This design comes from an exercise in tuning for small area and a short achievable clock period on the open sky130 flow, not from production work. For this run, only the layout was checked, not whether the RTL still works. Power and IR drop assume default switching activity.

`flow/run.sh`:
```
#!/bin/bash
# Layout flow: the standard layout (standard.sh), with two changes to how the
# cells are chosen:
#  - the full and half adder cells are not used, so Yosys does not pre-map adder
#    bits to them and abc maps the whole datapath itself;
#  - the buffer that buffer_ports puts on every input and output port is buf_1.
# Every tool's full output goes to standard.log (make) and the ORFS logs under orfs/logs.
set -euo pipefail
cat >> config.mk <<'CFG'
export DONT_USE_CELLS += sky130_fd_sc_hd__fa_1 sky130_fd_sc_hd__fa_2 sky130_fd_sc_hd__fa_4 sky130_fd_sc_hd__ha_1 sky130_fd_sc_hd__ha_2 sky130_fd_sc_hd__ha_4
export BUFFER_PORTS_ARGS = -buffer_cell sky130_fd_sc_hd__buf_1
CFG
bash standard.sh > standard.log 2>&1
```
`constraint.sdc`:
```
create_clock -name core_clock -period 6.5 [get_ports {clk}]
set_input_delay 1.3000 -clock core_clock [delete_from_list [all_inputs] [get_ports {clk}]]
set_output_delay 1.3000 -clock core_clock [all_outputs]
set_load 0.01 [all_outputs]
```
`config.mk`:
```
export PLATFORM = sky130hd
export DESIGN_NAME = bolt_exec
export DESIGN_NICKNAME = bolt_exec
export VERILOG_FILES = /design/flow/design.v
export SDC_FILE = /design/flow/constraint.sdc
export NUM_CORES = 4
export LEC_CHECK = 0
export ABC_AREA = 1
export CAP_MARGIN = 20
export CORE_MARGIN = 2
export CORE_UTILIZATION = 40
export CTS_BUF_LIST = sky130_fd_sc_hd__clkbuf_8
export HOLD_SLACK_MARGIN = 0
export SETUP_SLACK_MARGIN = 2.6
export SLEW_MARGIN = 20
export DONT_USE_CELLS += sky130_fd_sc_hd__fa_1 sky130_fd_sc_hd__fa_2 sky130_fd_sc_hd__fa_4 sky130_fd_sc_hd__ha_1 sky130_fd_sc_hd__ha_2 sky130_fd_sc_hd__ha_4
export BUFFER_PORTS_ARGS = -buffer_cell sky130_fd_sc_hd__buf_1
```
`design.v`:
```
module pfx_main (
    input  logic [31:0] g,
    input  logic [31:0] p,
    output logic [31:0] G
);
    wire g1_1 = g[1] | (p[1] & g[0]);
    wire p1_1 = p[1] & p[0];
    wire g1_3 = g[3] | (p[3] & g[2]);
    wire p1_3 = p[3] & p[2];
    wire g1_5 = g[5] | (p[5] & g[4]);
    wire p1_5 = p[5] & p[4];
    wire g1_7 = g[7] | (p[7] & g[6]);
    wire p1_7 = p[7] & p[6];
    wire g1_9 = g[9] | (p[9] & g[8]);
    wire p1_9 = p[9] & p[8];
    wire g1_11 = g[11] | (p[11] & g[10]);
    wire p1_11 = p[11] & p[10];
    wire g1_13 = g[13] | (p[13] & g[12]);
    wire p1_13 = p[13] & p[12];
    wire g1_15 = g[15] | (p[15] & g[14]);
    wire p1_15 = p[15] & p[14];
    wire g1_17 = g[17] | (p[17] & g[16]);
    wire p1_17 = p[17] & p[16];
    wire g1_19 = g[19] | (p[19] & g[18]);
    wire p1_19 = p[19] & p[18];
    wire g1_21 = g[21] | (p[21] & g[20]);
    wire p1_21 = p[21] & p[20];
    wire g1_23 = g[23] | (p[23] & g[22]);
    wire p1_23 = p[23] & p[22];
    wire g1_25 = g[25] | (p[25] & g[24]);
    wire p1_25 = p[25] & p[24];
    wire g1_27 = g[27] | (p[27] & g[26]);
    wire p1_27 = p[27] & p[26];
    wire g1_29 = g[29] | (p[29] & g[28]);
    wire p1_29 = p[29] & p[28];
    wire g1_31 = g[31] | (p[31] & g[30]);
    wire p1_31 = p[31] & p[30];
    wire g2_2 = g[2] | (p[2] & g1_1);
    wire p2_2 = p[2] & p1_1;
    wire g2_3 = g1_3 | (p1_3 & g1_1);
    wire p2_3 = p1_3 & p1_1;
    wire g2_6 = g[6] | (p[6] & g1_5);
    wire p2_6 = p[6] & p1_5;
    wire g2_7 = g1_7 | (p1_7 & g1_5);
    wire p2_7 = p1_7 & p1_5;
    wire g2_10 = g[10] | (p[10] & g1_9);
    wire p2_10 = p[10] & p1_9;
    wire g2_11 = g1_11 | (p1_11 & g1_9);
    wire p2_11 = p1_11 & p1_9;
    wire g2_14 = g[14] | (p[14] & g1_13);
    wire p2_14 = p[14] & p1_13;
    wire g2_15 = g1_15 | (p1_15 & g1_13);
    wire p2_15 = p1_15 & p1_13;
    wire g2_18 = g[18] | (p[18] & g1_17);
    wire p2_18 = p[18] & p1_17;
    wire g2_19 = g1_19 | (p1_19 & g1_17);
    wire p2_19 = p1_19 & p1_17;
    wire g2_22 = g[22] | (p[22] & g1_21);
    wire p2_22 = p[22] & p1_21;
    wire g2_23 = g1_23 | (p1_23 & g1_21);
    wire p2_23 = p1_23 & p1_21;
    wire g2_26 = g[26] | (p[26] & g1_25);
    wire p2_26 = p[26] & p1_25;
    wire g2_27 = g1_27 | (p1_27 & g1_25);
    wire p2_27 = p1_27 & p1_25;
    wire g2_30 = g[30] | (p[30] & g1_29);
    wire p2_30 = p[30] & p1_29;
    wire g2_31 = g1_31 | (p1_31 & g1_29);
    wire p2_31 = p1_31 & p1_29;
    wire g3_4 = g[4] | (p[4] & g2_3);
    wire p3_4 = p[4] & p2_3;
    wire g3_5 = g1_5 | (p1_5 & g2_3);
    wire p3_5 = p1_5 & p2_3;
    wire g3_6 = g2_6 | (p2_6 & g2_3);
    wire p3_6 = p2_6 & p2_3;
    wire g3_7 = g2_7 | (p2_7 & g2_3);
    wire p3_7 = p2_7 & p2_3;
    wire g3_12 = g[12] | (p[12] & g2_11);
    wire p3_12 = p[12] & p2_11;
    wire g3_13 = g1_13 | (p1_13 & g2_11);
    wire p3_13 = p1_13 & p2_11;
    wire g3_14 = g2_14 | (p2_14 & g2_11);
    wire p3_14 = p2_14 & p2_11;
    wire g3_15 = g2_15 | (p2_15 & g2_11);
    wire p3_15 = p2_15 & p2_11;
    wire g3_20 = g[20] | (p[20] & g2_19);
    wire p3_20 = p[20] & p2_19;
    wire g3_21 = g1_21 | (p1_21 & g2_19);
    wire p3_21 = p1_21 & p2_19;
    wire g3_22 = g2_22 | (p2_22 & g2_19);
    wire p3_22 = p2_22 & p2_19;
    wire g3_23 = g2_23 | (p2_23 & g2_19);
    wire p3_23 = p2_23 & p2_19;
    wire g3_28 = g[28] | (p[28] & g2_27);
    wire p3_28 = p[28] & p2_27;
    wire g3_29 = g1_29 | (p1_29 & g2_27);
    wire p3_29 = p1_29 & p2_27;
    wire g3_30 = g2_30 | (p2_30 & g2_27);
    wire p3_30 = p2_30 & p2_27;
    wire g3_31 = g2_31 | (p2_31 & g2_27);
    wire p3_31 = p2_31 & p2_27;
    wire g4_8 = g[8] | (p[8] & g3_7);
    wire p4_8 = p[8] & p3_7;
    wire g4_9 = g1_9 | (p1_9 & g3_7);
    wire p4_9 = p1_9 & p3_7;
    wire g4_10 = g2_10 | (p2_10 & g3_7);
    wire p4_10 = p2_10 & p3_7;
    wire g4_11 = g2_11 | (p2_11 & g3_7);
    wire p4_11 = p2_11 & p3_7;
    wire g4_12 = g3_12 | (p3_12 & g3_7);
    wire p4_12 = p3_12 & p3_7;
    wire g4_13 = g3_13 | (p3_13 & g3_7);
    wire p4_13 = p3_13 & p3_7;
    wire g4_14 = g3_14 | (p3_14 & g3_7);
    wire p4_14 = p3_14 & p3_7;
    wire g4_15 = g3_15 | (p3_15 & g3_7);
    wire p4_15 = p3_15 & p3_7;
    wire g4_24 = g[24] | (p[24] & g3_23);
    wire p4_24 = p[24] & p3_23;
    wire g4_25 = g1_25 | (p1_25 & g3_23);
    wire p4_25 = p1_25 & p3_23;
    wire g4_26 = g2_26 | (p2_26 & g3_23);
    wire p4_26 = p2_26 & p3_23;
    wire g4_27 = g2_27 | (p2_27 & g3_23);
    wire p4_27 = p2_27 & p3_23;
    wire g4_28 = g3_28 | (p3_28 & g3_23);
    wire p4_28 = p3_28 & p3_23;
    wire g4_29 = g3_29 | (p3_29 & g3_23);
    wire p4_29 = p3_29 & p3_23;
    wire g4_30 = g3_30 | (p3_30 & g3_23);
    wire p4_30 = p3_30 & p3_23;
    wire g4_31 = g3_31 | (p3_31 & g3_23);
    wire p4_31 = p3_31 & p3_23;
    wire g5_16 = g[16] | (p[16] & g4_15);
    wire p5_16 = p[16] & p4_15;
    wire g5_17 = g1_17 | (p1_17 & g4_15);
    wire p5_17 = p1_17 & p4_15;
    wire g5_18 = g2_18 | (p2_18 & g4_15);
    wire p5_18 = p2_18 & p4_15;
    wire g5_19 = g2_19 | (p2_19 & g4_15);
    wire p5_19 = p2_19 & p4_15;
    wire g5_20 = g3_20 | (p3_20 & g4_15);
    wire p5_20 = p3_20 & p4_15;
    wire g5_21 = g3_21 | (p3_21 & g4_15);
    wire p5_21 = p3_21 & p4_15;
    wire g5_22 = g3_22 | (p3_22 & g4_15);
    wire p5_22 = p3_22 & p4_15;
    wire g5_23 = g3_23 | (p3_23 & g4_15);
    wire p5_23 = p3_23 & p4_15;
    wire g5_24 = g4_24 | (p4_24 & g4_15);
    wire p5_24 = p4_24 & p4_15;
    wire g5_25 = g4_25 | (p4_25 & g4_15);
    wire p5_25 = p4_25 & p4_15;
    wire g5_26 = g4_26 | (p4_26 & g4_15);
    wire p5_26 = p4_26 & p4_15;
    wire g5_27 = g4_27 | (p4_27 & g4_15);
    wire p5_27 = p4_27 & p4_15;
    wire g5_28 = g4_28 | (p4_28 & g4_15);
    wire p5_28 = p4_28 & p4_15;
    wire g5_29 = g4_29 | (p4_29 & g4_15);
    wire p5_29 = p4_29 & p4_15;
    wire g5_30 = g4_30 | (p4_30 & g4_15);
    wire p5_30 = p4_30 & p4_15;
    wire g5_31 = g4_31 | (p4_31 & g4_15);
    wire p5_31 = p4_31 & p4_15;
    assign G[0] = g[0];
    assign G[1] = g1_1;
    assign G[2] = g2_2;
    assign G[3] = g2_3;
    assign G[4] = g3_4;
    assign G[5] = g3_5;
    assign G[6] = g3_6;
    assign G[7] = g3_7;
    assign G[8] = g4_8;
    assign G[9] = g4_9;
    assign G[10] = g4_10;
    assign G[11] = g4_11;
    assign G[12] = g4_12;
    assign G[13] = g4_13;
    assign G[14] = g4_14;
    assign G[15] = g4_15;
    assign G[16] = g5_16;
    assign G[17] = g5_17;
    assign G[18] = g5_18;
    assign G[19] = g5_19;
    assign G[20] = g5_20;
    assign G[21] = g5_21;
    assign G[22] = g5_22;
    assign G[23] = g5_23;
    assign G[24] = g5_24;
    assign G[25] = g5_25;
    assign G[26] = g5_26;
    assign G[27] = g5_27;
    assign G[28] = g5_28;
    assign G[29] = g5_29;
    assign G[30] = g5_30;
    assign G[31] = g5_31;
endmodule
module pfx_tgt (
    input  logic [30:0] g,
    input  logic [30:0] p,
    output logic [30:0] G
);
    wire g1_1 = g[1] | (p[1] & g[0]);
    wire p1_1 = p[1] & p[0];
    wire g1_3 = g[3] | (p[3] & g[2]);
    wire p1_3 = p[3] & p[2];
    wire g1_5 = g[5] | (p[5] & g[4]);
    wire p1_5 = p[5] & p[4];
    wire g1_7 = g[7] | (p[7] & g[6]);
    wire p1_7 = p[7] & p[6];
    wire g1_9 = g[9] | (p[9] & g[8]);
    wire p1_9 = p[9] & p[8];
    wire g1_11 = g[11] | (p[11] & g[10]);
    wire p1_11 = p[11] & p[10];
    wire g1_13 = g[13] | (p[13] & g[12]);
    wire p1_13 = p[13] & p[12];
    wire g1_15 = g[15] | (p[15] & g[14]);
    wire p1_15 = p[15] & p[14];
    wire g1_17 = g[17] | (p[17] & g[16]);
    wire p1_17 = p[17] & p[16];
    wire g1_19 = g[19] | (p[19] & g[18]);
    wire p1_19 = p[19] & p[18];
    wire g1_21 = g[21] | (p[21] & g[20]);
    wire p1_21 = p[21] & p[20];
    wire g1_23 = g[23] | (p[23] & g[22]);
    wire p1_23 = p[23] & p[22];
    wire g1_25 = g[25] | (p[25] & g[24]);
    wire p1_25 = p[25] & p[24];
    wire g1_27 = g[27] | (p[27] & g[26]);
    wire p1_27 = p[27] & p[26];
    wire g1_29 = g[29] | (p[29] & g[28]);
    wire p1_29 = p[29] & p[28];
    wire g2_3 = g1_3 | (p1_3 & g1_1);
    wire p2_3 = p1_3 & p1_1;
    wire g2_7 = g1_7 | (p1_7 & g1_5);
    wire p2_7 = p1_7 & p1_5;
    wire g2_11 = g1_11 | (p1_11 & g1_9);
    wire p2_11 = p1_11 & p1_9;
    wire g2_15 = g1_15 | (p1_15 & g1_13);
    wire p2_15 = p1_15 & p1_13;
    wire g2_19 = g1_19 | (p1_19 & g1_17);
    wire p2_19 = p1_19 & p1_17;
    wire g2_23 = g1_23 | (p1_23 & g1_21);
    wire p2_23 = p1_23 & p1_21;
    wire g2_27 = g1_27 | (p1_27 & g1_25);
    wire p2_27 = p1_27 & p1_25;
    wire g3_7 = g2_7 | (p2_7 & g2_3);
    wire p3_7 = p2_7 & p2_3;
    wire g3_15 = g2_15 | (p2_15 & g2_11);
    wire p3_15 = p2_15 & p2_11;
    wire g3_23 = g2_23 | (p2_23 & g2_19);
    wire p3_23 = p2_23 & p2_19;
    wire g4_15 = g3_15 | (p3_15 & g3_7);
    wire p4_15 = p3_15 & p3_7;
    wire g6_23 = g3_23 | (p3_23 & g4_15);
    wire p6_23 = p3_23 & p4_15;
    wire g7_11 = g2_11 | (p2_11 & g3_7);
    wire p7_11 = p2_11 & p3_7;
    wire g7_19 = g2_19 | (p2_19 & g4_15);
    wire p7_19 = p2_19 & p4_15;
    wire g7_27 = g2_27 | (p2_27 & g6_23);
    wire p7_27 = p2_27 & p6_23;
    wire g8_5 = g1_5 | (p1_5 & g2_3);
    wire p8_5 = p1_5 & p2_3;
    wire g8_9 = g1_9 | (p1_9 & g3_7);
    wire p8_9 = p1_9 & p3_7;
    wire g8_13 = g1_13 | (p1_13 & g7_11);
    wire p8_13 = p1_13 & p7_11;
    wire g8_17 = g1_17 | (p1_17 & g4_15);
    wire p8_17 = p1_17 & p4_15;
    wire g8_21 = g1_21 | (p1_21 & g7_19);
    wire p8_21 = p1_21 & p7_19;
    wire g8_25 = g1_25 | (p1_25 & g6_23);
    wire p8_25 = p1_25 & p6_23;
    wire g8_29 = g1_29 | (p1_29 & g7_27);
    wire p8_29 = p1_29 & p7_27;
    wire g9_2 = g[2] | (p[2] & g1_1);
    wire p9_2 = p[2] & p1_1;
    wire g9_4 = g[4] | (p[4] & g2_3);
    wire p9_4 = p[4] & p2_3;
    wire g9_6 = g[6] | (p[6] & g8_5);
    wire p9_6 = p[6] & p8_5;
    wire g9_8 = g[8] | (p[8] & g3_7);
    wire p9_8 = p[8] & p3_7;
    wire g9_10 = g[10] | (p[10] & g8_9);
    wire p9_10 = p[10] & p8_9;
    wire g9_12 = g[12] | (p[12] & g7_11);
    wire p9_12 = p[12] & p7_11;
    wire g9_14 = g[14] | (p[14] & g8_13);
    wire p9_14 = p[14] & p8_13;
    wire g9_16 = g[16] | (p[16] & g4_15);
    wire p9_16 = p[16] & p4_15;
    wire g9_18 = g[18] | (p[18] & g8_17);
    wire p9_18 = p[18] & p8_17;
    wire g9_20 = g[20] | (p[20] & g7_19);
    wire p9_20 = p[20] & p7_19;
    wire g9_22 = g[22] | (p[22] & g8_21);
    wire p9_22 = p[22] & p8_21;
    wire g9_24 = g[24] | (p[24] & g6_23);
    wire p9_24 = p[24] & p6_23;
    wire g9_26 = g[26] | (p[26] & g8_25);
    wire p9_26 = p[26] & p8_25;
    wire g9_28 = g[28] | (p[28] & g7_27);
    wire p9_28 = p[28] & p7_27;
    wire g9_30 = g[30] | (p[30] & g8_29);
    wire p9_30 = p[30] & p8_29;
    assign G[0] = g[0];
    assign G[1] = g1_1;
    assign G[2] = g9_2;
    assign G[3] = g2_3;
    assign G[4] = g9_4;
    assign G[5] = g8_5;
    assign G[6] = g9_6;
    assign G[7] = g3_7;
    assign G[8] = g9_8;
    assign G[9] = g8_9;
    assign G[10] = g9_10;
    assign G[11] = g7_11;
    assign G[12] = g9_12;
    assign G[13] = g8_13;
    assign G[14] = g9_14;
    assign G[15] = g4_15;
    assign G[16] = g9_16;
    assign G[17] = g8_17;
    assign G[18] = g9_18;
    assign G[19] = g7_19;
    assign G[20] = g9_20;
    assign G[21] = g8_21;
    assign G[22] = g9_22;
    assign G[23] = g6_23;
    assign G[24] = g9_24;
    assign G[25] = g8_25;
    assign G[26] = g9_26;
    assign G[27] = g7_27;
    assign G[28] = g9_28;
    assign G[29] = g8_29;
    assign G[30] = g9_30;
endmodule
module pfx_inc (
    input  logic [29:0] g,
    input  logic [29:0] p,
    output logic [29:0] G
);
    wire g1_1 = g[1] | (p[1] & g[0]);
    wire p1_1 = p[1] & p[0];
    wire g1_3 = g[3] | (p[3] & g[2]);
    wire p1_3 = p[3] & p[2];
    wire g1_5 = g[5] | (p[5] & g[4]);
    wire p1_5 = p[5] & p[4];
    wire g1_7 = g[7] | (p[7] & g[6]);
    wire p1_7 = p[7] & p[6];
    wire g1_9 = g[9] | (p[9] & g[8]);
    wire p1_9 = p[9] & p[8];
    wire g1_11 = g[11] | (p[11] & g[10]);
    wire p1_11 = p[11] & p[10];
    wire g1_13 = g[13] | (p[13] & g[12]);
    wire p1_13 = p[13] & p[12];
    wire g1_15 = g[15] | (p[15] & g[14]);
    wire p1_15 = p[15] & p[14];
    wire g1_17 = g[17] | (p[17] & g[16]);
    wire p1_17 = p[17] & p[16];
    wire g1_19 = g[19] | (p[19] & g[18]);
    wire p1_19 = p[19] & p[18];
    wire g1_21 = g[21] | (p[21] & g[20]);
    wire p1_21 = p[21] & p[20];
    wire g1_23 = g[23] | (p[23] & g[22]);
    wire p1_23 = p[23] & p[22];
    wire g1_25 = g[25] | (p[25] & g[24]);
    wire p1_25 = p[25] & p[24];
    wire g1_27 = g[27] | (p[27] & g[26]);
    wire p1_27 = p[27] & p[26];
    wire g1_29 = g[29] | (p[29] & g[28]);
    wire p1_29 = p[29] & p[28];
    wire g2_3 = g1_3 | (p1_3 & g1_1);
    wire p2_3 = p1_3 & p1_1;
    wire g2_7 = g1_7 | (p1_7 & g1_5);
    wire p2_7 = p1_7 & p1_5;
    wire g2_11 = g1_11 | (p1_11 & g1_9);
    wire p2_11 = p1_11 & p1_9;
    wire g2_15 = g1_15 | (p1_15 & g1_13);
    wire p2_15 = p1_15 & p1_13;
    wire g2_19 = g1_19 | (p1_19 & g1_17);
    wire p2_19 = p1_19 & p1_17;
    wire g2_23 = g1_23 | (p1_23 & g1_21);
    wire p2_23 = p1_23 & p1_21;
    wire g2_27 = g1_27 | (p1_27 & g1_25);
    wire p2_27 = p1_27 & p1_25;
    wire g3_7 = g2_7 | (p2_7 & g2_3);
    wire p3_7 = p2_7 & p2_3;
    wire g3_15 = g2_15 | (p2_15 & g2_11);
    wire p3_15 = p2_15 & p2_11;
    wire g3_23 = g2_23 | (p2_23 & g2_19);
    wire p3_23 = p2_23 & p2_19;
    wire g4_15 = g3_15 | (p3_15 & g3_7);
    wire p4_15 = p3_15 & p3_7;
    wire g6_23 = g3_23 | (p3_23 & g4_15);
    wire p6_23 = p3_23 & p4_15;
    wire g7_11 = g2_11 | (p2_11 & g3_7);
    wire p7_11 = p2_11 & p3_7;
    wire g7_19 = g2_19 | (p2_19 & g4_15);
    wire p7_19 = p2_19 & p4_15;
    wire g7_27 = g2_27 | (p2_27 & g6_23);
    wire p7_27 = p2_27 & p6_23;
    wire g8_5 = g1_5 | (p1_5 & g2_3);
    wire p8_5 = p1_5 & p2_3;
    wire g8_9 = g1_9 | (p1_9 & g3_7);
    wire p8_9 = p1_9 & p3_7;
    wire g8_13 = g1_13 | (p1_13 & g7_11);
    wire p8_13 = p1_13 & p7_11;
    wire g8_17 = g1_17 | (p1_17 & g4_15);
    wire p8_17 = p1_17 & p4_15;
    wire g8_21 = g1_21 | (p1_21 & g7_19);
    wire p8_21 = p1_21 & p7_19;
    wire g8_25 = g1_25 | (p1_25 & g6_23);
    wire p8_25 = p1_25 & p6_23;
    wire g8_29 = g1_29 | (p1_29 & g7_27);
    wire p8_29 = p1_29 & p7_27;
    wire g9_2 = g[2] | (p[2] & g1_1);
    wire p9_2 = p[2] & p1_1;
    wire g9_4 = g[4] | (p[4] & g2_3);
    wire p9_4 = p[4] & p2_3;
    wire g9_6 = g[6] | (p[6] & g8_5);
    wire p9_6 = p[6] & p8_5;
    wire g9_8 = g[8] | (p[8] & g3_7);
    wire p9_8 = p[8] & p3_7;
    wire g9_10 = g[10] | (p[10] & g8_9);
    wire p9_10 = p[10] & p8_9;
    wire g9_12 = g[12] | (p[12] & g7_11);
    wire p9_12 = p[12] & p7_11;
    wire g9_14 = g[14] | (p[14] & g8_13);
    wire p9_14 = p[14] & p8_13;
    wire g9_16 = g[16] | (p[16] & g4_15);
    wire p9_16 = p[16] & p4_15;
    wire g9_18 = g[18] | (p[18] & g8_17);
    wire p9_18 = p[18] & p8_17;
    wire g9_20 = g[20] | (p[20] & g7_19);
    wire p9_20 = p[20] & p7_19;
    wire g9_22 = g[22] | (p[22] & g8_21);
    wire p9_22 = p[22] & p8_21;
    wire g9_24 = g[24] | (p[24] & g6_23);
    wire p9_24 = p[24] & p6_23;
    wire g9_26 = g[26] | (p[26] & g8_25);
    wire p9_26 = p[26] & p8_25;
    wire g9_28 = g[28] | (p[28] & g7_27);
    wire p9_28 = p[28] & p7_27;
    assign G[0] = g[0];
    assign G[1] = g1_1;
    assign G[2] = g9_2;
    assign G[3] = g2_3;
    assign G[4] = g9_4;
    assign G[5] = g8_5;
    assign G[6] = g9_6;
    assign G[7] = g3_7;
    assign G[8] = g9_8;
    assign G[9] = g8_9;
    assign G[10] = g9_10;
    assign G[11] = g7_11;
    assign G[12] = g9_12;
    assign G[13] = g8_13;
    assign G[14] = g9_14;
    assign G[15] = g4_15;
    assign G[16] = g9_16;
    assign G[17] = g8_17;
    assign G[18] = g9_18;
    assign G[19] = g7_19;
    assign G[20] = g9_20;
    assign G[21] = g8_21;
    assign G[22] = g9_22;
    assign G[23] = g6_23;
    assign G[24] = g9_24;
    assign G[25] = g8_25;
    assign G[26] = g9_26;
    assign G[27] = g7_27;
    assign G[28] = g9_28;
    assign G[29] = g8_29;
endmodule
module pfx_cmp (
    input  logic [31:0] g,
    input  logic [31:0] p,
    output logic [31:0] G
);
    wire g1_1 = g[1] | (p[1] & g[0]);
    wire p1_1 = p[1] & p[0];
    wire g1_3 = g[3] | (p[3] & g[2]);
    wire p1_3 = p[3] & p[2];
    wire g1_5 = g[5] | (p[5] & g[4]);
    wire p1_5 = p[5] & p[4];
    wire g1_7 = g[7] | (p[7] & g[6]);
    wire p1_7 = p[7] & p[6];
    wire g1_9 = g[9] | (p[9] & g[8]);
    wire p1_9 = p[9] & p[8];
    wire g1_11 = g[11] | (p[11] & g[10]);
    wire p1_11 = p[11] & p[10];
    wire g1_13 = g[13] | (p[13] & g[12]);
    wire p1_13 = p[13] & p[12];
    wire g1_15 = g[15] | (p[15] & g[14]);
    wire p1_15 = p[15] & p[14];
    wire g1_17 = g[17] | (p[17] & g[16]);
    wire p1_17 = p[17] & p[16];
    wire g1_19 = g[19] | (p[19] & g[18]);
    wire p1_19 = p[19] & p[18];
    wire g1_21 = g[21] | (p[21] & g[20]);
    wire p1_21 = p[21] & p[20];
    wire g1_23 = g[23] | (p[23] & g[22]);
    wire p1_23 = p[23] & p[22];
    wire g1_25 = g[25] | (p[25] & g[24]);
    wire p1_25 = p[25] & p[24];
    wire g1_27 = g[27] | (p[27] & g[26]);
    wire p1_27 = p[27] & p[26];
    wire g1_29 = g[29] | (p[29] & g[28]);
    wire p1_29 = p[29] & p[28];
    wire g1_31 = g[31] | (p[31] & g[30]);
    wire p1_31 = p[31] & p[30];
    wire g2_2 = g[2] | (p[2] & g1_1);
    wire p2_2 = p[2] & p1_1;
    wire g2_3 = g1_3 | (p1_3 & g1_1);
    wire p2_3 = p1_3 & p1_1;
    wire g2_6 = g[6] | (p[6] & g1_5);
    wire p2_6 = p[6] & p1_5;
    wire g2_7 = g1_7 | (p1_7 & g1_5);
    wire p2_7 = p1_7 & p1_5;
    wire g2_10 = g[10] | (p[10] & g1_9);
    wire p2_10 = p[10] & p1_9;
    wire g2_11 = g1_11 | (p1_11 & g1_9);
    wire p2_11 = p1_11 & p1_9;
    wire g2_14 = g[14] | (p[14] & g1_13);
    wire p2_14 = p[14] & p1_13;
    wire g2_15 = g1_15 | (p1_15 & g1_13);
    wire p2_15 = p1_15 & p1_13;
    wire g2_18 = g[18] | (p[18] & g1_17);
    wire p2_18 = p[18] & p1_17;
    wire g2_19 = g1_19 | (p1_19 & g1_17);
    wire p2_19 = p1_19 & p1_17;
    wire g2_22 = g[22] | (p[22] & g1_21);
    wire p2_22 = p[22] & p1_21;
    wire g2_23 = g1_23 | (p1_23 & g1_21);
    wire p2_23 = p1_23 & p1_21;
    wire g2_26 = g[26] | (p[26] & g1_25);
    wire p2_26 = p[26] & p1_25;
    wire g2_27 = g1_27 | (p1_27 & g1_25);
    wire p2_27 = p1_27 & p1_25;
    wire g2_30 = g[30] | (p[30] & g1_29);
    wire p2_30 = p[30] & p1_29;
    wire g2_31 = g1_31 | (p1_31 & g1_29);
    wire p2_31 = p1_31 & p1_29;
    wire g3_4 = g[4] | (p[4] & g2_3);
    wire p3_4 = p[4] & p2_3;
    wire g3_5 = g1_5 | (p1_5 & g2_3);
    wire p3_5 = p1_5 & p2_3;
    wire g3_6 = g2_6 | (p2_6 & g2_3);
    wire p3_6 = p2_6 & p2_3;
    wire g3_7 = g2_7 | (p2_7 & g2_3);
    wire p3_7 = p2_7 & p2_3;
    wire g3_12 = g[12] | (p[12] & g2_11);
    wire p3_12 = p[12] & p2_11;
    wire g3_13 = g1_13 | (p1_13 & g2_11);
    wire p3_13 = p1_13 & p2_11;
    wire g3_14 = g2_14 | (p2_14 & g2_11);
    wire p3_14 = p2_14 & p2_11;
    wire g3_15 = g2_15 | (p2_15 & g2_11);
    wire p3_15 = p2_15 & p2_11;
    wire g3_20 = g[20] | (p[20] & g2_19);
    wire p3_20 = p[20] & p2_19;
    wire g3_21 = g1_21 | (p1_21 & g2_19);
    wire p3_21 = p1_21 & p2_19;
    wire g3_22 = g2_22 | (p2_22 & g2_19);
    wire p3_22 = p2_22 & p2_19;
    wire g3_23 = g2_23 | (p2_23 & g2_19);
    wire p3_23 = p2_23 & p2_19;
    wire g3_28 = g[28] | (p[28] & g2_27);
    wire p3_28 = p[28] & p2_27;
    wire g3_29 = g1_29 | (p1_29 & g2_27);
    wire p3_29 = p1_29 & p2_27;
    wire g3_30 = g2_30 | (p2_30 & g2_27);
    wire p3_30 = p2_30 & p2_27;
    wire g3_31 = g2_31 | (p2_31 & g2_27);
    wire p3_31 = p2_31 & p2_27;
    wire g4_8 = g[8] | (p[8] & g3_7);
    wire p4_8 = p[8] & p3_7;
    wire g4_9 = g1_9 | (p1_9 & g3_7);
    wire p4_9 = p1_9 & p3_7;
    wire g4_10 = g2_10 | (p2_10 & g3_7);
    wire p4_10 = p2_10 & p3_7;
    wire g4_11 = g2_11 | (p2_11 & g3_7);
    wire p4_11 = p2_11 & p3_7;
    wire g4_12 = g3_12 | (p3_12 & g3_7);
    wire p4_12 = p3_12 & p3_7;
    wire g4_13 = g3_13 | (p3_13 & g3_7);
    wire p4_13 = p3_13 & p3_7;
    wire g4_14 = g3_14 | (p3_14 & g3_7);
    wire p4_14 = p3_14 & p3_7;
    wire g4_15 = g3_15 | (p3_15 & g3_7);
    wire p4_15 = p3_15 & p3_7;
    wire g4_24 = g[24] | (p[24] & g3_23);
    wire p4_24 = p[24] & p3_23;
    wire g4_25 = g1_25 | (p1_25 & g3_23);
    wire p4_25 = p1_25 & p3_23;
    wire g4_26 = g2_26 | (p2_26 & g3_23);
    wire p4_26 = p2_26 & p3_23;
    wire g4_27 = g2_27 | (p2_27 & g3_23);
    wire p4_27 = p2_27 & p3_23;
    wire g4_28 = g3_28 | (p3_28 & g3_23);
    wire p4_28 = p3_28 & p3_23;
    wire g4_29 = g3_29 | (p3_29 & g3_23);
    wire p4_29 = p3_29 & p3_23;
    wire g4_30 = g3_30 | (p3_30 & g3_23);
    wire p4_30 = p3_30 & p3_23;
    wire g4_31 = g3_31 | (p3_31 & g3_23);
    wire p4_31 = p3_31 & p3_23;
    wire g5_16 = g[16] | (p[16] & g4_15);
    wire p5_16 = p[16] & p4_15;
    wire g5_17 = g1_17 | (p1_17 & g4_15);
    wire p5_17 = p1_17 & p4_15;
    wire g5_18 = g2_18 | (p2_18 & g4_15);
    wire p5_18 = p2_18 & p4_15;
    wire g5_19 = g2_19 | (p2_19 & g4_15);
    wire p5_19 = p2_19 & p4_15;
    wire g5_20 = g3_20 | (p3_20 & g4_15);
    wire p5_20 = p3_20 & p4_15;
    wire g5_21 = g3_21 | (p3_21 & g4_15);
    wire p5_21 = p3_21 & p4_15;
    wire g5_22 = g3_22 | (p3_22 & g4_15);
    wire p5_22 = p3_22 & p4_15;
    wire g5_23 = g3_23 | (p3_23 & g4_15);
    wire p5_23 = p3_23 & p4_15;
    wire g5_24 = g4_24 | (p4_24 & g4_15);
    wire p5_24 = p4_24 & p4_15;
    wire g5_25 = g4_25 | (p4_25 & g4_15);
    wire p5_25 = p4_25 & p4_15;
    wire g5_26 = g4_26 | (p4_26 & g4_15);
    wire p5_26 = p4_26 & p4_15;
    wire g5_27 = g4_27 | (p4_27 & g4_15);
    wire p5_27 = p4_27 & p4_15;
    wire g5_28 = g4_28 | (p4_28 & g4_15);
    wire p5_28 = p4_28 & p4_15;
    wire g5_29 = g4_29 | (p4_29 & g4_15);
    wire p5_29 = p4_29 & p4_15;
    wire g5_30 = g4_30 | (p4_30 & g4_15);
    wire p5_30 = p4_30 & p4_15;
    wire g5_31 = g4_31 | (p4_31 & g4_15);
    wire p5_31 = p4_31 & p4_15;
    assign G[0] = g[0];
    assign G[1] = g1_1;
    assign G[2] = g2_2;
    assign G[3] = g2_3;
    assign G[4] = g3_4;
    assign G[5] = g3_5;
    assign G[6] = g3_6;
    assign G[7] = g3_7;
    assign G[8] = g4_8;
    assign G[9] = g4_9;
    assign G[10] = g4_10;
    assign G[11] = g4_11;
    assign G[12] = g4_12;
    assign G[13] = g4_13;
    assign G[14] = g4_14;
    assign G[15] = g4_15;
    assign G[16] = g5_16;
    assign G[17] = g5_17;
    assign G[18] = g5_18;
    assign G[19] = g5_19;
    assign G[20] = g5_20;
    assign G[21] = g5_21;
    assign G[22] = g5_22;
    assign G[23] = g5_23;
    assign G[24] = g5_24;
    assign G[25] = g5_25;
    assign G[26] = g5_26;
    assign G[27] = g5_27;
    assign G[28] = g5_28;
    assign G[29] = g5_29;
    assign G[30] = g5_30;
    assign G[31] = g5_31;
endmodule
module bolt_exec (
    input  logic        clk,
    input  logic        rst,      
    input  logic [31:0] instr,    
    input  logic [31:0] rs1,      
    input  logic [31:0] rs2,      
    input  logic [31:0] pc,       
    output logic [31:0] result,   
    output logic [31:0] next_pc,  
    output logic        branch,   
    output logic        reg_wr,   
    output logic        mem_wr,   
    output logic        mem_rd    
);
    logic [6:0] op;
    logic [2:0] f3;
    logic [6:0] f7;
    assign op = instr[6:0];
    assign f3 = instr[14:12];
    assign f7 = instr[31:25];
    logic op03, op13, op17, op23, op33, op37, op63, op67, op6f, op1b, op3b;
    assign op03 = (op == 7'h03);
    assign op13 = (op == 7'h13);
    assign op17 = (op == 7'h17);
    assign op23 = (op == 7'h23);
    assign op33 = (op == 7'h33);
    assign op37 = (op == 7'h37);
    assign op63 = (op == 7'h63);
    assign op67 = (op == 7'h67);
    assign op6f = (op == 7'h6F);
    assign op1b = (op == 7'h1B);
    assign op3b = (op == 7'h3B);
    logic i31, f7z, f7s;
    assign i31 = instr[31];
    assign f7z = (f7 == 7'h00);
    assign f7s = (f7 == 7'h20);
    logic use_rs2, is_s, sub;
    assign use_rs2 = op[5] & op[4];
    assign is_s    = ~op[6] & op[5];
    assign sub     = (op[4] & ~f3[2] & f3[1]) | (op[4] & op[5] & instr[30]);
    logic [31:0] bv, bx, ap, ag, sum;
    logic        cout;
    assign bv = use_rs2 ? rs2 : {{20{i31}}, instr[31:25], is_s ? instr[11:7] : instr[24:20]};
    assign bx = bv ^ {32{sub}};
    assign ap = rs1 ^ bx;    
    assign ag = rs1 & bx;    
    logic [31:0] aG;
    pfx_main u_add (.g({ag[31:1], ag[0] | (ap[0] & sub)}), .p(ap), .G(aG));
    assign sum  = ap ^ {aG[30:0], sub};
    assign cout = aG[31];
    logic ltu, lts;          
    assign ltu = ~cout;
    assign lts = ltu ^ rs1[31] ^ bv[31];
    logic [31:0] bxe, bG;
    logic bltu, blts, beq;
    assign bxe  = rs1 ^ rs2;
    pfx_cmp u_cmp (.g(bxe & rs2), .p(~bxe), .G(bG));
    assign bltu = bG[31];
    assign blts = bltu ^ rs1[31] ^ rs2[31];
    assign beq  = ~|bxe;
    logic        left;
    logic [31:0] shin, sho;
    logic [4:0]  sh;
    assign left = ~f3[2];
    assign sh   = bv[4:0];
    for (genvar i = 0; i < 32; i++) begin : rev
        assign shin[i] = left ? rs1[31-i] : rs1[i];
    end
    assign sho = $signed({instr[30] & rs1[31] & ~left, shin}) >>> sh;
    logic [31:0] timm, tgt, pc4;
    assign timm[0]     = 1'b0;
    assign timm[4:1]   = ~op[6] ? 4'd0 : (op[3] ? instr[24:21] : instr[11:8]);
    assign timm[10:5]  = ~op[6] ? 6'd0 : instr[30:25];
    assign timm[11]    = ~op[6] ? 1'b0 : (op[3] ? instr[20] : instr[7]);
    assign timm[19:12] = (op[6] & ~op[3]) ? {8{i31}} : instr[19:12];
    assign timm[30:20] = ~op[6] ? instr[30:20] : {11{i31}};
    assign timm[31]    = i31;
    assign tgt[0] = pc[0];
    logic [30:0] tp, tG;
    assign tp = pc[31:1] ^ timm[31:1];
    pfx_tgt u_tgt (.g(pc[31:1] & timm[31:1]), .p(tp), .G(tG));
    assign tgt[31:1] = tp ^ {tG[29:0], 1'b0};
    logic [29:0] iG;
    assign pc4[1:0] = pc[1:0];
    pfx_inc u_inc (.g({29'd0, pc[2]}), .p(pc[31:2]), .G(iG));
    assign pc4[31:2] = pc[31:2] ^ {iG[28:0], 1'b1};
    logic cond, taken;
    assign cond  = f3[2] ? ((f3[1] ? bltu : blts) ^ f3[0]) : (~f3[1] & (beq ^ f3[0]));
    assign taken = op63 & cond;
    logic upd;
    assign upd = (op03 & (f3 != 3'd7)) | (op23 & ~f3[2])
               | (op13 & (f3 != 3'd1 | f7z) & (f3 != 3'd5 | f7z | f7s))
               | (op33 & (f7z | (f7s & (f3 == 3'd0 | f3 == 3'd5))))
               | op17 | op37 | op6f | (op67 & (f3 == 3'd0));
    logic v_alu, v_ar, v_pc;
    logic s_sum, s_shl, s_shr, s_slt, s_sltu, s_xor, s_or, s_and, s_tgt, s_lui, s_pc4;
    assign v_pc   = op[2];                  
    assign v_alu  = ~op[2] & op[4];         
    assign v_ar   = ~op[2] & ~op[4];        
    assign s_sum  = v_ar | (v_alu & (f3 == 3'd0));
    assign s_shl  = v_alu & (f3 == 3'd1);
    assign s_slt  = v_alu & (f3 == 3'd2);
    assign s_sltu = v_alu & (f3 == 3'd3);
    assign s_xor  = v_alu & (f3 == 3'd4);
    assign s_shr  = v_alu & (f3 == 3'd5);
    assign s_or   = v_alu & (f3 == 3'd6);
    assign s_and  = v_alu & (f3 == 3'd7);
    assign s_tgt  = v_pc & ~op[6] & ~op[5];    
    assign s_lui  = v_pc & ~op[6] & op[5];     
    assign s_pc4  = v_pc & op[6];              
    logic [31:0] val, rval, luiv, shl;
    logic        r_new, r_old;
    assign luiv = {instr[31:12], 12'd0};
    for (genvar i = 0; i < 32; i++) begin : rshl
        assign shl[i] = sho[31-i];
    end
    assign val  = ({32{s_sum}} & sum) | ({32{s_shl}} & shl) | ({32{s_shr}} & sho)
                | ({32{s_xor | s_or}} & ap) | ({32{s_or | s_and}} & ag)
                | ({32{s_tgt}} & tgt) | ({32{s_lui}} & luiv) | ({32{s_pc4}} & pc4)
                | {31'd0, (s_slt & lts) | (s_sltu & ltu)};
    assign r_new = ~rst & upd;
    assign r_old = ~rst & ~upd;
    assign rval  = ({32{r_new}} & val) | ({32{r_old}} & result);
    logic jalr, n_tgt, n_sum, n_pc4;
    logic [31:0] nval;
    assign jalr  = op67 & (f3 == 3'd0);
    assign n_tgt = ~rst & (taken | op6f);
    assign n_sum = ~rst & jalr;
    assign n_pc4 = ~rst & ~(taken | op6f | jalr);
    assign nval  = ({32{n_tgt}} & tgt) | ({32{n_sum}} & {sum[31:1], 1'b0}) | ({32{n_pc4}} & pc4);
    logic wr;
    assign wr = op33 | op3b | op13 | op1b | op67 | op03 | op17 | op6f | op37;
    always_ff @(posedge clk) begin
        result  <= rval;
        next_pc <= nval;
        branch  <= ~rst & taken;
        reg_wr  <= ~rst & wr;
        mem_wr  <= ~rst & op23;
        mem_rd  <= ~rst & op03;
    end
endmodule
```
`standard.sh`:
```
#!/bin/bash
# synth_recipe.tcl (not shown) runs the flow's synth.tcl, then flattens the netlist and writes it again
# the make line also repeats each setting of config.mk as NAME=value (left out here)
make -C /OpenROAD-flow-scripts/flow DESIGN_CONFIG=/design/flow/config.mk WORK_HOME=/design/flow/orfs CLKGATE_MAP_FILE= SYNTH_SCRIPT=/design/flow/synth_recipe.tcl "${@:-finish}"
```
==> impl_results.md <==
- VDD IR max: between 0.07 and 0.08 mV
- Via count of the first global-routing pass: around 14k
- Per-cell via count in the routed design: 5.881
- Total number of clock tree sinks: 68
- Number of nets in the synthesized netlist: 2352
- Number of buffers inserted during clock tree synthesis: 9
- Mapped Cells: between 2k and 2.5k
- Count of synthesis-stage warnings from yosys: 1
- Worst-Margin Slew: 1.177 ns
- Detailed Routing Iterations Pass 1: 8
- DRT antenna net count: 0
- Commonest cells after routing, fill and taps aside: 753 x nand2_1, 275 x nand3_1, 220 x inv_1, 182 x buf_1, 153 x o21ai_0
- Worst Path Required: a little under 7 ns
- Normalized max-slew margin: between 20 and 25%
- Standby leakage power: around 6.5 nW
- CP Launch Type: primary input
- Status: finished clean
- Number of max-slew violations in the final report: 0
- Unrepaired setup endpoints after global routing: true
- Final cell utilization of the core: between 40% and 50%
- Critical path start-end classification: primary input to flip-flop
- Height of the die: between 150 and 200 um
- Fraction of final layout cells with drive strength greater than 1: around a tenth
- Remaining design rule violation count: 0
- Crit. Startpoint: instr[2]
- Setup TNS: 0 ns
- Standard-cell row count: slightly above 60
- Critical Path Sink: result[0]
- Last weighted congestion value of the routability-driven placer: approximately 1.1
- Horizontal extent of the die: roughly 170 um
- TritonCTS clock tree: done
- First-pass GRT wire length: 89.67 mm
- Leftover overflow at the end of global routing: 0
- Total number of vias: 16.37k
- Starting DRC count in detailed routing: ~2.4k
- Clock group share of total power: between 10% and 20%
- Power per standard cell area: between 150 and 200 nW/um^2
- Depth of the worst register-to-register path: 2
- Post-DP HPWL: ~50 mm
- Seq/Total Area, Yosys: 11.69%
- Placeable core region: about 29000 sq um
- Overall Global Routing Usage: 39.28%
- Boundary Pins: between 150 and 200
- Count of H-tree levels built during CTS: 3
- Area of all placed cells without fillers: approximately 14000 sq um
- Final critical-path share of the clock period: roughly three fifths
- Tot Pwr: between 2 and 2.5 mW
- Final Setup Violations: 0
- Total cell area at the placement stage: 12610 sq um
- Root buffer cell: clkbuf_8
- Netlist cell types: just under 60
- Least setup slack across all paths after layout: ~2.7 ns
- Top fanout value on the critical path: 22
- Switching part of the total power: 53.35%
- Register clock-pin slew on the reported worst setup and hold paths: around 0.090 ns
- Number of antenna violations at the first check in global routing: 1
- FMAX: about 260 MHz
- Clk buf depth: 2
- Wirelength, routed: 63.05 mm
- Number of hold violations in the final report: 0
- Post-synth top flop: dfxtp_1
- Fraction of power consumed by combinational cells: ~63%
- Async set or reset register ratio after synthesis: 0%
- Mean instance size in the synthesized netlist: between 5 and 6 sq um
- Worst endpoint data arrival time: around 4.2 ns
- Type of the worst min-delay path: flip-flop to flip-flop
- Starting utilization of the core area: between 40% and 50%
- Power spent charging and discharging nets: 1.139 mW
- Clock insertion delay at the later pin of the skew report: 0.40 ns
- Number of synthesized flops with an enable pin: 0
- Most common cell after layout, fill and taps aside: nand2_1
- Worst setup timing slack at the placement stage: between 1 and 1.5 ns
- Nature of the critical path endpoint: flip-flop
- Seq pwr share: 20.7%
- Hold-fix buffers, CTS: 0
- Flop2flop setup slack: around 5.7 ns
- Internal power: ~1 mW
- Nets@finish: 2525
- Area growth, synth to finish: 15.92%
- Die area: roughly 30000 sq um
- Routed wirelength normalized by instance count: 22.66 um
- Final critical-path required period: 3.850 ns
- Worst R2R Start: result[0]
- Post-synthesis register bit count: slightly below 70
- Total of buffers placed on input and output ports: ~200
- FF-to-FF End: result[0]
- Maxcap violations: 0
- Post-synth design cell area: between 10000 and 15000 sq um
- Worst clock skew on the final layout: 0 ns
- Largest net degree at the start of global routing: 65
-- synth_stat cells (21+ instances only) --
| cell | n | area, sq um |
|---|---|---|
| nand2_1 | 771 | 2894 |
| nand3_1 | 284 | 1421 |
| inv_1 | 226 | 848.3 |
| o21ai_0 | 171 | 855.8 |
| nor2_1 | 147 | 551.8 |
| a21oi_1 | 71 | 355.3 |
| dfxtp_1 | 68 | 1361 |
| clkbuf_1 | 54 | 202.7 |
| o211ai_1 | 43 | 322.8 |
| xor2_1 | 38 | 332.8 |
| o22ai_1 | 33 | 206.5 |
| xnor2_1 | 28 | 245.2 |
| nand2_2 | 24 | 150.1 |
| nand4_1 | 22 | 137.6 |
| o21ai_1 | 21 | 105.1 |
-- metal layers --
layer | vias up | track usage (%) | routed length [um]
li1 | 7636 | - | -
met1 | 7389 | 53.68 | 25980
met2 | 1165 | 56.41 | 24740
met3 | 177 | 10.79 | 8403
met4 | 0 | 19.55 | 3935
met5 | - | 0 | 0
-- area by class of cell --
cell class              instances  area [sq um]
diodes                          1         2.502
clock buffers                   9         123.9
clock inverters                 5         47.55
fillers                      3292         15200
inverters                     252         992.2
multi-input cells            1819          9278
flip-flops and latches         68          1361
well taps                     384         480.5
repair buffers                240          1186
repair inverters                5         32.53
-- flip-flops by register name, summed over array words and instances, names as in the netlist --
register	cells
branch	1
next_pc	32
mem_rd	1
reg_wr	1
result	32
mem_wr	1
-- logic make-up after synthesis --
family	synth area share, %
and+or+nand+nor	49.61
AOI/OAI and AO/OA	20.19
buffers and inverters	11.93
xor gates and xnor gates	5.896
DFF	11.69
muxes	0.6874
-- stage by stage --
step	hold WS, ns	instances
4_1_cts	0.4556	2764
2_1_floorplan	0.4761	2222
6_report	0.4546	2783
3_5_place_dp	0.4402	2739
3_3_place_gp	0.4345	2739
5_1_grt	0.4692	2782
-- how the worst min path moves through the flow --
stage | cells past startpoint | slack [ns] | to | from
after floorplan | 2 | 0.48 | result[0] | result[0]
after global placement | 2 | 0.43 | result[13] | result[13]
after detailed placement | 2 | 0.44 | result[24] | result[24]
after CTS | 2 | 0.46 | result[11] | result[11]
after global routing | 2 | 0.47 | result[15] | result[15]
final | 2 | 0.45 | result[24] | result[24]
-- power by group through the flow --
| stage | Sequential [mW] | Combinational (mW) | Clock (mW) |
|---|---|---|---|
| after floorplan | 0.457 | 0.818 | 0 |
| after global placement | 0.450 | 1.20 | 0 |
| after detailed placement | 0.450 | 1.20 | 0 |
| after CTS | 0.441 | 1.23 | 0.354 |
| after global routing | 0.442 | 1.44 | 0.369 |
| final | 0.441 | 1.34 | 0.354 |
-- critical path, cell delays in order --
cell,delay [ns]
buf_1,0.29
nor2_1,0.15
inv_1,0.15
nor3_2,0.05
buf_4,0.24
inv_1,0.48
a21oi_1,0.08
a2111oi_0,0.83
nand2_1,0.15
nor2_1,0.17
o21ai_1,0.08
inv_1,0.05
nand2_1,0.05
nand2_1,0.05
nand2_1,0.05
-- timing repair --
action,CTS,global route
setup endpoints to repair,63,64
cloned,5,5
gates resized for setup,39,99
setup buffers,6,13
pin swaps,3,9

[afterwards: timing with drivers on the ports]
Ports are ideal in the flow. The routed layout listed here was re-timed in OpenROAD.
Step 1 assumes that a clkbuf_16 drives the clock port and a buf_2 every other input.
Step 2 times the ports against the registers' clock, not the clock port: input delays grow and output delays shrink by t, the midpoint of the rising clock arrivals with the driver on.
Slacks: ideal ports / drivers / drivers and shift; pairs: ideal ports / drivers.
shift t [ns]: 0.429
setup slack, ns: 2.650 / 2.669 / 2.240
clock arrival spread, ns: 0.024 / 0.024
After both steps this run still meets setup and hold. The setup slack of this run moves by +0.019 ns with the drivers and by -0.410 ns with both steps.
